What follows belongs to an exercise in optimizing a design on an open flow for small area; a production flow would make more cautious choices.
In this exercise RTL edits were held to simulation tests only and were not proved equivalent to the original.
No driver is modelled on the clock port, so clock power and skew are understated where the tree is cut down; a real chip needs a root buffer or a tree.
Power figures rest on the tool's default switching activity, not on a simulated workload.

## oak
==> flow/design.v <==
module sdram_master(
input                       clk,
input                       waitrequest,
input                       readdatavalid,
input       [15:0]          readdata,
input                       reset_n,
input                       ready,
output                      chipselect,
output      [1:0]           byteenable,
output                      done,
output reg                  read_n,
output reg                  write_n,
output      [31:0]          address,
output reg  [15:0]          writedata,
output      [31:0]          toHexLed
);
localparam [3:0] RD0 = 4'd0;
localparam [3:0] RD1 = 4'd1;
localparam [3:0] RD2 = 4'd2;
localparam [3:0] RD3 = 4'd3;
localparam [3:0] RD4 = 4'd4;
localparam [3:0] RD5 = 4'd5;
localparam [3:0] RD6 = 4'd6;
localparam [3:0] RD7 = 4'd7;
localparam [3:0] RD8 = 4'd8;
localparam [3:0] RD9 = 4'd9;
localparam [3:0] RD10= 4'd10;
localparam [3:0] RDY = 4'd11;
localparam [3:0] WT  = 4'd12;
localparam [3:0] MX  = 4'd13;
localparam [3:0] MN  = 4'd14;
localparam [3:0] ID  = 4'd15;
reg [3:0]   st;
reg [3:0]   st_n;
reg [15:0]  maxnum;
reg [15:0]  minnum;
reg [31:18] addr_hi;
reg [17:1]  addr_ln;     
wire [31:1] addr = {addr_hi, ~addr_ln};
wire s_wait = (st == WT);
wire s_read = (st == RD0) | (st == RD1) | (st == RD2) | (st == RD3) | (st == RD4) | (st == RD5) | (st == RD6) | (st == RD7) | (st == RD8) | (st == RD9) | (st == RD10);
wire s_take = (st == RD0) | (st == RD1) | (st == RD2) | (st == RD3) | (st == RD4) | (st == RD5) | (st == RD6) | (st == RD7) | (st == RD8) | (st == RD9);      
wire s_max  = (st == MX);
wire s_wr   = (st == MX) | (st == MN);
assign done = (st == MX) | (st == MN) | (st == ID);
assign chipselect = 1'b1;
assign byteenable = 2'b11;
assign toHexLed   = {maxnum, minnum};
wire tdone = addr[17] & addr[16] & addr[11] & addr[10] & addr[8] & addr[6] & addr[1];
assign address = {addr_hi, ~(addr_ln | {17{s_wait}}), 1'b0};
always @(*) begin
    case (st)
    RD0: st_n = readdatavalid ? RD1 : RD0;
    RD1: st_n = readdatavalid ? RD2 : RD1;
    RD2: st_n = readdatavalid ? RD3 : RD2;
    RD3: st_n = readdatavalid ? RD4 : RD3;
    RD4: st_n = readdatavalid ? RD5 : RD4;
    RD5: st_n = readdatavalid ? RD6 : RD5;
    RD6: st_n = readdatavalid ? RD7 : RD6;
    RD7: st_n = readdatavalid ? RD8 : RD7;
    RD8: st_n = readdatavalid ? RD9 : RD8;
    RD9: st_n = readdatavalid ? RD10 : RD9;
    RD10: st_n = MX;
    RDY:  st_n = ready ? RD0 : WT;
    WT:   st_n = tdone ? RDY : WT;
    MX:   st_n = waitrequest ? MX : MN;
    MN:   st_n = waitrequest ? MN : ID;
    default: st_n = ID;
    endcase
end
always @(posedge clk) begin
    if (!reset_n) begin
        st      <= RDY;
        read_n  <= 1'b1;
        write_n <= 1'b1;
    end else begin
        st      <= st_n;
        read_n  <= ~s_read;
        write_n <= ~s_wr;
    end
end
genvar i;
wire [16:0] gmax, lmin;
assign gmax[0] = 1'b0;
assign lmin[0] = 1'b0;
generate for (i = 0; i < 16; i = i + 1) begin : g_cmp
    assign gmax[i+1] = (readdata[i] & ~maxnum[i]) | (readdata[i] & gmax[i]) | (~maxnum[i] & gmax[i]);
    assign lmin[i+1] = (minnum[i] & ~readdata[i]) | (minnum[i] & lmin[i]) | (~readdata[i] & lmin[i]);
end endgenerate
wire take    = s_take & readdatavalid;
wire upd_max = take & gmax[16];            
wire upd_min = take & lmin[16];            
wire mx_new  = upd_max & reset_n;
wire mx_old  = ~upd_max & reset_n;
wire mn_new  = ~upd_min | ~reset_n;        
wire mn_old  = upd_min | ~reset_n;
wire wd_max  = s_max & reset_n;
wire wd_min  = ~s_max & reset_n;
always @(posedge clk) begin
    maxnum    <= ({16{mx_new}} & readdata) | ({16{mx_old}} & maxnum);
    minnum    <= ({16{mn_new}} | readdata) & ({16{mn_old}} | minnum);
    writedata <= ({16{wd_max}} & maxnum) | ({16{wd_min}} & minnum);
end
wire [32:1] ac;
assign ac[1] = (s_read & ~waitrequest) | s_wait;
generate for (i = 1; i < 32; i = i + 1) begin : g_addr
    assign ac[i+1] = ac[i] & addr[i];
end endgenerate
reg [31:1] addr_n;
always @(*) begin
    if (!reset_n || (s_wait && tdone))
        addr_n = 31'd0;
    else if (done)
        addr_n = {27'd0, 3'b101, ~s_max};
    else
        addr_n = addr ^ ac[31:1];
end
always @(posedge clk) begin
    addr_hi <= addr_n[31:18];
    addr_ln <= ~addr_n[17:1];
end
endmodule
clock: 10.0 ns
lec_check: 0
cap_margin: 0
core_margin: 2
core_utilization: 70
gpl_timing_driven: 0
slew_margin: 0
standard.sh (not shown) runs the stock make flow with config.mk's settings and CLKGATE_MAP_FILE= SYNTH_SCRIPT=/design/flow/synth_recipe.tcl, a recipe that flattens the netlist after the stock synthesis.
==> flow/flow/run.sh <==
#!/bin/bash
# Standard ORFS layout with: area-oriented ABC scripts in synthesis, the smallest result
# kept, and no separate half/full-adder extraction before them (flow/synth.tcl,
# flow/abc_s*.script), the smallest buffer cell for the port buffers, the buffers that
# Yosys/ABC left removed at floorplan, and a balanced two-level clock tree of small
# buffers built after CTS in place of its tree (flow/post_cts_manual.tcl, which upsizes
# only the leaf buffers that need it with flow/post_cts_size.tcl).
set -euo pipefail
here=$(pwd)
export MY_ABC_SCRIPTS="$(ls $here/flow/abc_s*.script | tr '\n' ' ')"
export FLOW_SYNTH=$here/synth_recipe.tcl
bash standard.sh \
  SYNTH_SCRIPT=$here/flow/synth.tcl \
  REMOVE_ABC_BUFFERS=1 ADDER_MAP_FILE= SKIP_REPAIR_TIE_FANOUT=1 \
  BUFFER_PORTS_ARGS="-buffer_cell sky130_fd_sc_hd__buf_1" \
  CTS_ARGS="-sink_clustering_enable -repair_clock_nets -dont_use_dummy_load -buf_list {sky130_fd_sc_hd__clkbuf_4}" \
  POST_CTS_TCL=$here/flow/post_cts_manual.tcl \
  finish > flow.log 2>&1
==> flow/flow/abc_s1.script <==
strash
&get -n
&deepsyn -T 60 -S 1
&put
strash
dch -f
amap
topo
==> flow/flow/post_cts_manual.tcl <==
# POST_CTS hook: replace the clock tree that clock_tree_synthesis built by a balanced
# two-level tree: the clock port drives one root buffer, the root drives CLK_NLEAF leaf
# buffers, and each leaf drives one group of flip-flops. The groups come from recursive
# bisection of the flip-flop locations (median cuts across the longer side), so they are
# compact and differ in size by at most one. Each leaf sits at its group's centre; a leaf
# whose output slew (placement estimate) is above CLK_SLEW_UP ns is swapped for a larger
# clock buffer.

proc mt_center {inst} {
  set b [$inst getBBox]
  return [list [expr {([$b xMin] + [$b xMax]) / 2.0}] [expr {([$b yMin] + [$b yMax]) / 2.0}]]
}

# items: list of {x y payload}; returns a list of k groups
proc mt_bisect {items k} {
  if {$k <= 1} { return [list $items] }
  set xs [lmap it $items {lindex $it 0}]
  set ys [lmap it $items {lindex $it 1}]
  set dx [expr {[tcl::mathfunc::max {*}$xs] - [tcl::mathfunc::min {*}$xs]}]
  set dy [expr {[tcl::mathfunc::max {*}$ys] - [tcl::mathfunc::min {*}$ys]}]
  set axis [expr {$dx >= $dy ? 0 : 1}]
  set sorted [lsort -real -index $axis $items]
  set k1 [expr {$k / 2}]
  set n1 [expr {int(round([llength $items] * double($k1) / $k))}]
  return [concat [mt_bisect [lrange $sorted 0 [expr {$n1 - 1}]] $k1] \
                 [mt_bisect [lrange $sorted $n1 end] [expr {$k - $k1}]]]
}

proc mt_rebuild_clock_tree {clkname nleaf rootcell leafcell} {
  set block [ord::get_db_block]
  set clknet [$block findNet $clkname]
  set bufs {}
  set nets {}
  set sinks {}
  set todo [list $clknet]
  while {[llength $todo] > 0} {
    set net [lindex $todo 0]
    set todo [lrange $todo 1 end]
    foreach it [$net getITerms] {
      if {[$it isOutputSignal]} { continue }
      set inst [$it getInst]
      set master [$inst getMaster]
      if {[$master isSequential]} {
        lappend sinks $it
      } elseif {[string match "sky130_fd_sc_hd__clkbuf_*" [$master getName]]} {
        lappend bufs $inst
        set onet [[$inst findITerm X] getNet]
        if {$onet ne "NULL" && $onet ne ""} { lappend nets $onet; lappend todo $onet }
      } else {
        error "unexpected cell [$inst getName] ([$master getName]) on the clock network"
      }
    }
  }
  puts "mt: clock network had [llength $bufs] buffers and [llength $sinks] sinks"
  foreach it $sinks { $it disconnect }
  foreach inst $bufs { odb::dbInst_destroy $inst }
  foreach net $nets { odb::dbNet_destroy $net }

  set items {}
  foreach it $sinks {
    set c [mt_center [$it getInst]]
    lappend items [list [lindex $c 0] [lindex $c 1] $it]
  }
  set groups [mt_bisect $items $nleaf]

  # root buffer at the centre of the leaf buffers
  set rmaster [[ord::get_db] findMaster $rootcell]
  set lmaster [[ord::get_db] findMaster $leafcell]
  set root [odb::dbInst_create $block $rmaster "clkbuf_root"]
  set rnet [odb::dbNet_create $block "clknet_root"]
  $rnet setSigType CLOCK
  [$root findITerm A] connect $clknet
  [$root findITerm X] connect $rnet
  set sx 0.0
  set sy 0.0
  set k 0
  foreach g $groups {
    set gx 0.0
    set gy 0.0
    foreach it $g { set gx [expr {$gx + [lindex $it 0]}]; set gy [expr {$gy + [lindex $it 1]}] }
    set gx [expr {$gx / [llength $g]}]
    set gy [expr {$gy / [llength $g]}]
    set inst [odb::dbInst_create $block $lmaster "clkbuf_leaf_$k"]
    set net [odb::dbNet_create $block "clknet_leaf_$k"]
    $net setSigType CLOCK
    [$inst findITerm A] connect $rnet
    [$inst findITerm X] connect $net
    $inst setLocation [expr {int($gx)}] [expr {int($gy)}]
    $inst setPlacementStatus PLACED
    foreach it $g { [lindex $it 2] connect $net }
    puts "mt: clkbuf_leaf_$k drives [llength $g] flip-flops"
    set sx [expr {$sx + $gx}]
    set sy [expr {$sy + $gy}]
    incr k
  }
  $root setLocation [expr {int($sx / $k)}] [expr {int($sy / $k)}]
  $root setPlacementStatus PLACED
}

set mt_nleaf 9
if {[info exists ::env(CLK_NLEAF)]} { set mt_nleaf $::env(CLK_NLEAF) }
mt_rebuild_clock_tree [get_name [get_ports clk]] $mt_nleaf sky130_fd_sc_hd__clkbuf_4 sky130_fd_sc_hd__clkbuf_4
detailed_placement
source [file join [file dirname [info script]] post_cts_size.tcl]
check_placement -verbose
report_clock_skew
==> flow/flow/synth.tcl <==
# The standard flow's synthesis script, with ABC's mapping step replaced: ABC runs once per script
# listed in MY_ABC_SCRIPTS (area-oriented scripts, differing only in the random seed of
# &deepsyn), and the mapping with the smallest cell area is kept. Only the combinational
# logic is remapped; the registers are untouched.
proc abc {args} {
  set i [lsearch $args -script]
  set j [lsearch $args -D]
  if {$j >= 0} { set args [lreplace $args $j [expr {$j + 1}]] }
  set libargs {}
  foreach lib $::env(LIB_FILES) { lappend libargs -liberty $lib }
  yosys design -save my_pre_abc
  set best ""
  set best_area 1e30
  foreach script $::env(MY_ABC_SCRIPTS) {
    yosys design -load my_pre_abc
    lset args [expr {$i + 1}] $script
    yosys abc {*}$args
    yosys opt_clean
    yosys tee -q -o $::env(OBJECTS_DIR)/my_abc_stat.txt stat {*}$libargs
    set f [open $::env(OBJECTS_DIR)/my_abc_stat.txt r]
    set area 1e30
    foreach line [split [read $f] "\n"] {
      if {[regexp {Chip area for module .*: ([0-9.]+)} $line -> a]} { set area $a }
    }
    close $f
    puts "my_abc: $script area $area"
    if {$area < $best_area} {
      set best_area $area
      set best $script
      yosys design -save my_best_abc
    }
  }
  puts "my_abc: kept $best area $best_area"
  yosys design -load my_best_abc
}
source $::env(FLOW_SYNTH)
Other scripts of this flow, unchanged in this note and not shown: flow/flow/post_cts_size.tcl
What pine does differently from oak at the input level:
==> flow/flow/abc_s0.script (new file) <==
strash
&get -n
&deepsyn -T 60 -S 0
&put
strash
dch -f
amap
topo
==> flow/flow/abc_s0h.script (new file) <==
strash
if -K 6
mfs2
strash
&get -n
&deepsyn -T 60 -S 0
&put
strash
dch -f
amap
topo
==> flow/flow/abc_s0m.script (new file) <==
strash
&get -n
&deepsyn -T 60 -S 0
&put
strash
dch -f
amap
topo
mfs3 -ae
topo
==> flow/flow/abc_s1m.script (new file) <==
strash
&get -n
&deepsyn -T 60 -S 1
&put
strash
dch -f
amap
topo
mfs3 -ae
topo
==> flow/flow/abc_s2.script (new file) <==
strash
&get -n
&deepsyn -T 60 -S 2
&put
strash
dch -f
amap
topo
==> flow/flow/abc_s2m.script (new file) <==
strash
&get -n
&deepsyn -T 60 -S 2
&put
strash
dch -f
amap
topo
mfs3 -ae
topo
==> flow/flow/abc_s3.script (new file) <==
strash
&get -n
&deepsyn -T 60 -S 3
&put
strash
dch -f
amap
topo
==> flow/flow/abc_s3h.script (new file) <==
strash
if -K 6
mfs2
strash
&get -n
&deepsyn -T 60 -S 3
&put
strash
dch -f
amap
topo
==> flow/flow/abc_s3m.script (new file) <==
strash
&get -n
&deepsyn -T 60 -S 3
&put
strash
dch -f
amap
topo
mfs3 -ae
topo
==> flow/flow/abc_s4.script (new file) <==
strash
&get -n
&deepsyn -T 60 -S 4
&put
strash
dch -f
amap
topo
==> flow/flow/abc_s4m.script (new file) <==
strash
&get -n
&deepsyn -T 60 -S 4
&put
strash
dch -f
amap
topo
mfs3 -ae
topo
==> flow/flow/abc_s5.script (new file) <==
strash
&get -n
&deepsyn -T 60 -S 5
&put
strash
dch -f
amap
topo
==> flow/flow/abc_s5m.script (new file) <==
strash
&get -n
&deepsyn -T 60 -S 5
&put
strash
dch -f
amap
topo
mfs3 -ae
topo
==> flow/flow/abc_s6.script (new file) <==
strash
&get -n
&deepsyn -T 60 -S 6
&put
strash
dch -f
amap
topo
==> flow/flow/abc_s6m.script (new file) <==
strash
&get -n
&deepsyn -T 60 -S 6
&put
strash
dch -f
amap
topo
mfs3 -ae
topo
==> flow/flow/abc_s7.script (new file) <==
strash
&get -n
&deepsyn -T 60 -S 7
&put
strash
dch -f
amap
topo
==> flow/flow/abc_s7m.script (new file) <==
strash
&get -n
&deepsyn -T 60 -S 7
&put
strash
dch -f
amap
topo
mfs3 -ae
topo
diff --git a/flow/flow/post_cts_manual.tcl b/flow/flow/post_cts_manual.tcl
--- a/flow/flow/post_cts_manual.tcl
+++ b/flow/flow/post_cts_manual.tcl
@@ -6,3 +6,3 @@
 # whose output slew (placement estimate) is above CLK_SLEW_UP ns is swapped for a larger
-# clock buffer.
+# clock buffer. Then cells with slack to spare are downsized (repair_timing -recover_power).
 
@@ -104,3 +104,8 @@
 source [file join [file dirname [info script]] post_cts_size.tcl]
+# downsize cells on paths with slack to spare (the clock period leaves plenty)
+repair_timing -recover_power 100 -verbose
+detailed_placement
 check_placement -verbose
+estimate_parasitics -placement
 report_clock_skew
+report_design_area
==> comparison <==
pine -> oak: count of boundary I/O pins delta 0, exact match. Of pine and oak, the higher length of routed wiring on met1 belongs to oak. Of pine and oak, it is pine that has the lower final critical-path share of the clock period. From oak to pine the numbers moved as follows: wire length +69 microns; placed cell count went down. [compare] base=oak new=pine: via count fell about 0.38%; number of filler cells placed in the layout fell 8.5%.
Relative to pine, the following input files were edited for birch:
removed: flow/flow/abc_s0.script
removed: flow/flow/abc_s0h.script
removed: flow/flow/abc_s0m.script
removed: flow/flow/abc_s1m.script
removed: flow/flow/abc_s2.script
removed: flow/flow/abc_s2m.script
removed: flow/flow/abc_s3.script
removed: flow/flow/abc_s3h.script
removed: flow/flow/abc_s3m.script
removed: flow/flow/abc_s4.script
removed: flow/flow/abc_s4m.script
removed: flow/flow/abc_s5.script
removed: flow/flow/abc_s5m.script
removed: flow/flow/abc_s6.script
removed: flow/flow/abc_s6m.script
removed: flow/flow/abc_s7.script
removed: flow/flow/abc_s7m.script
[summary]
| clock skew | pine vs birch | ≈ equal |. Summary of birch over pine: compound-cell area share of the yosys netlist up 0.27 points; die area up 0.43%. From pine to birch the numbers moved as follows: first-pass iteration count of the detailed router shows an increase of 1, length of routed wiring on met1 has increased, design area shows an increase of 16 sq um. The upper clock frequency limit in birch sits about 3.5% below the value recorded for pine. Compared with pine, birch shows a higher final cell count without fillers. Setup slack: birch less than pine.
The inputs of maple differ from those of birch as listed below.
==> flow/flow/abc_s18.script (new file) <==
strash
&get -n
&deepsyn -T 60 -S 18
&put
strash
dch -f
amap
topo
==> flow/flow/abc_s18m.script (new file) <==
strash
&get -n
&deepsyn -T 60 -S 18
&put
strash
dch -f
amap
topo
mfs3 -ae
topo
==> flow/flow/abc_s1m.script (new file) <==
strash
&get -n
&deepsyn -T 60 -S 1
&put
strash
dch -f
amap
topo
mfs3 -ae
topo
diff --git a/flow/flow/synth.tcl b/flow/flow/synth.tcl
--- a/flow/flow/synth.tcl
+++ b/flow/flow/synth.tcl
@@ -1,5 +1,6 @@
 # The standard flow's synthesis script, with ABC's mapping step replaced: ABC runs once per script
-# listed in MY_ABC_SCRIPTS (area-oriented scripts, differing only in the random seed of
-# &deepsyn), and the mapping with the smallest cell area is kept. Only the combinational
-# logic is remapped; the registers are untouched.
+# listed in MY_ABC_SCRIPTS (area-oriented scripts: &deepsyn with a chosen random seed,
+# then dch and amap, some followed by mfs3 area recovery), and the mapping with the
+# smallest cell area is kept. Only the combinational logic is remapped; the registers
+# are untouched.
 proc abc {args} {
removed: flow/flow/abc_s1.script
Notes after the runs:
- No stage failed in maple, and the final checks on the layout all came back clean.
- birch completed end to end with timing, DRC and antenna clean.
- [compare] base=birch new=maple: final core utilization up 3.1 points, placed cell count now sits lower, HPWL reported at the end of detailed placement picked up an extra about 3%.
- Going from birch to maple, worst path setup slack after routing higher, sequential-cell power consumption held, share of total power in combinational logic decreased by 1.3 points relative to the old numbers.
No run of this note takes its clock network from TritonCTS; it comes from the design's own scripts or RTL.

[static timing again, ports no longer ideal]
How much do the figures lean on ideal ports? The routed layouts below were timed once more, with nothing changed but the port constraints. Step 1 assumes that a clkbuf_16 drives the clock port and a buf_2 every other input. Step 2 also shifts input and output timing later by t, the mid clock arrival at the registers, as if the neighbouring blocks saw the same clock. Three values: ideal ports, drivers, drivers and shift; two values: the first two.
| run | shift t [ns] | setup WS [ns] | worst hold slack (ns) | slew at the worst register clock pin (ns) | cell pins on the clock port's net |
|---|---|---|---|---|---|
| oak | 0.446 | 3.281 / 3.288 / 2.842 | 0.483 / 0.483 / 0.483 | 0.10 / 0.10 | 1 |
| pine | 0.457 | 3.514 / 3.519 / 3.062 | 0.484 / 0.484 / 0.484 | 0.10 / 0.10 | 1 |
| birch | 0.448 | 3.276 / 3.283 / 2.835 | 0.485 / 0.485 / 0.485 | 0.11 / 0.11 | 1 |
| maple | 0.457 | 3.514 / 3.519 / 3.062 | 0.484 / 0.484 / 0.484 | 0.10 / 0.10 | 1 |
After both steps every run listed still meets setup and hold.
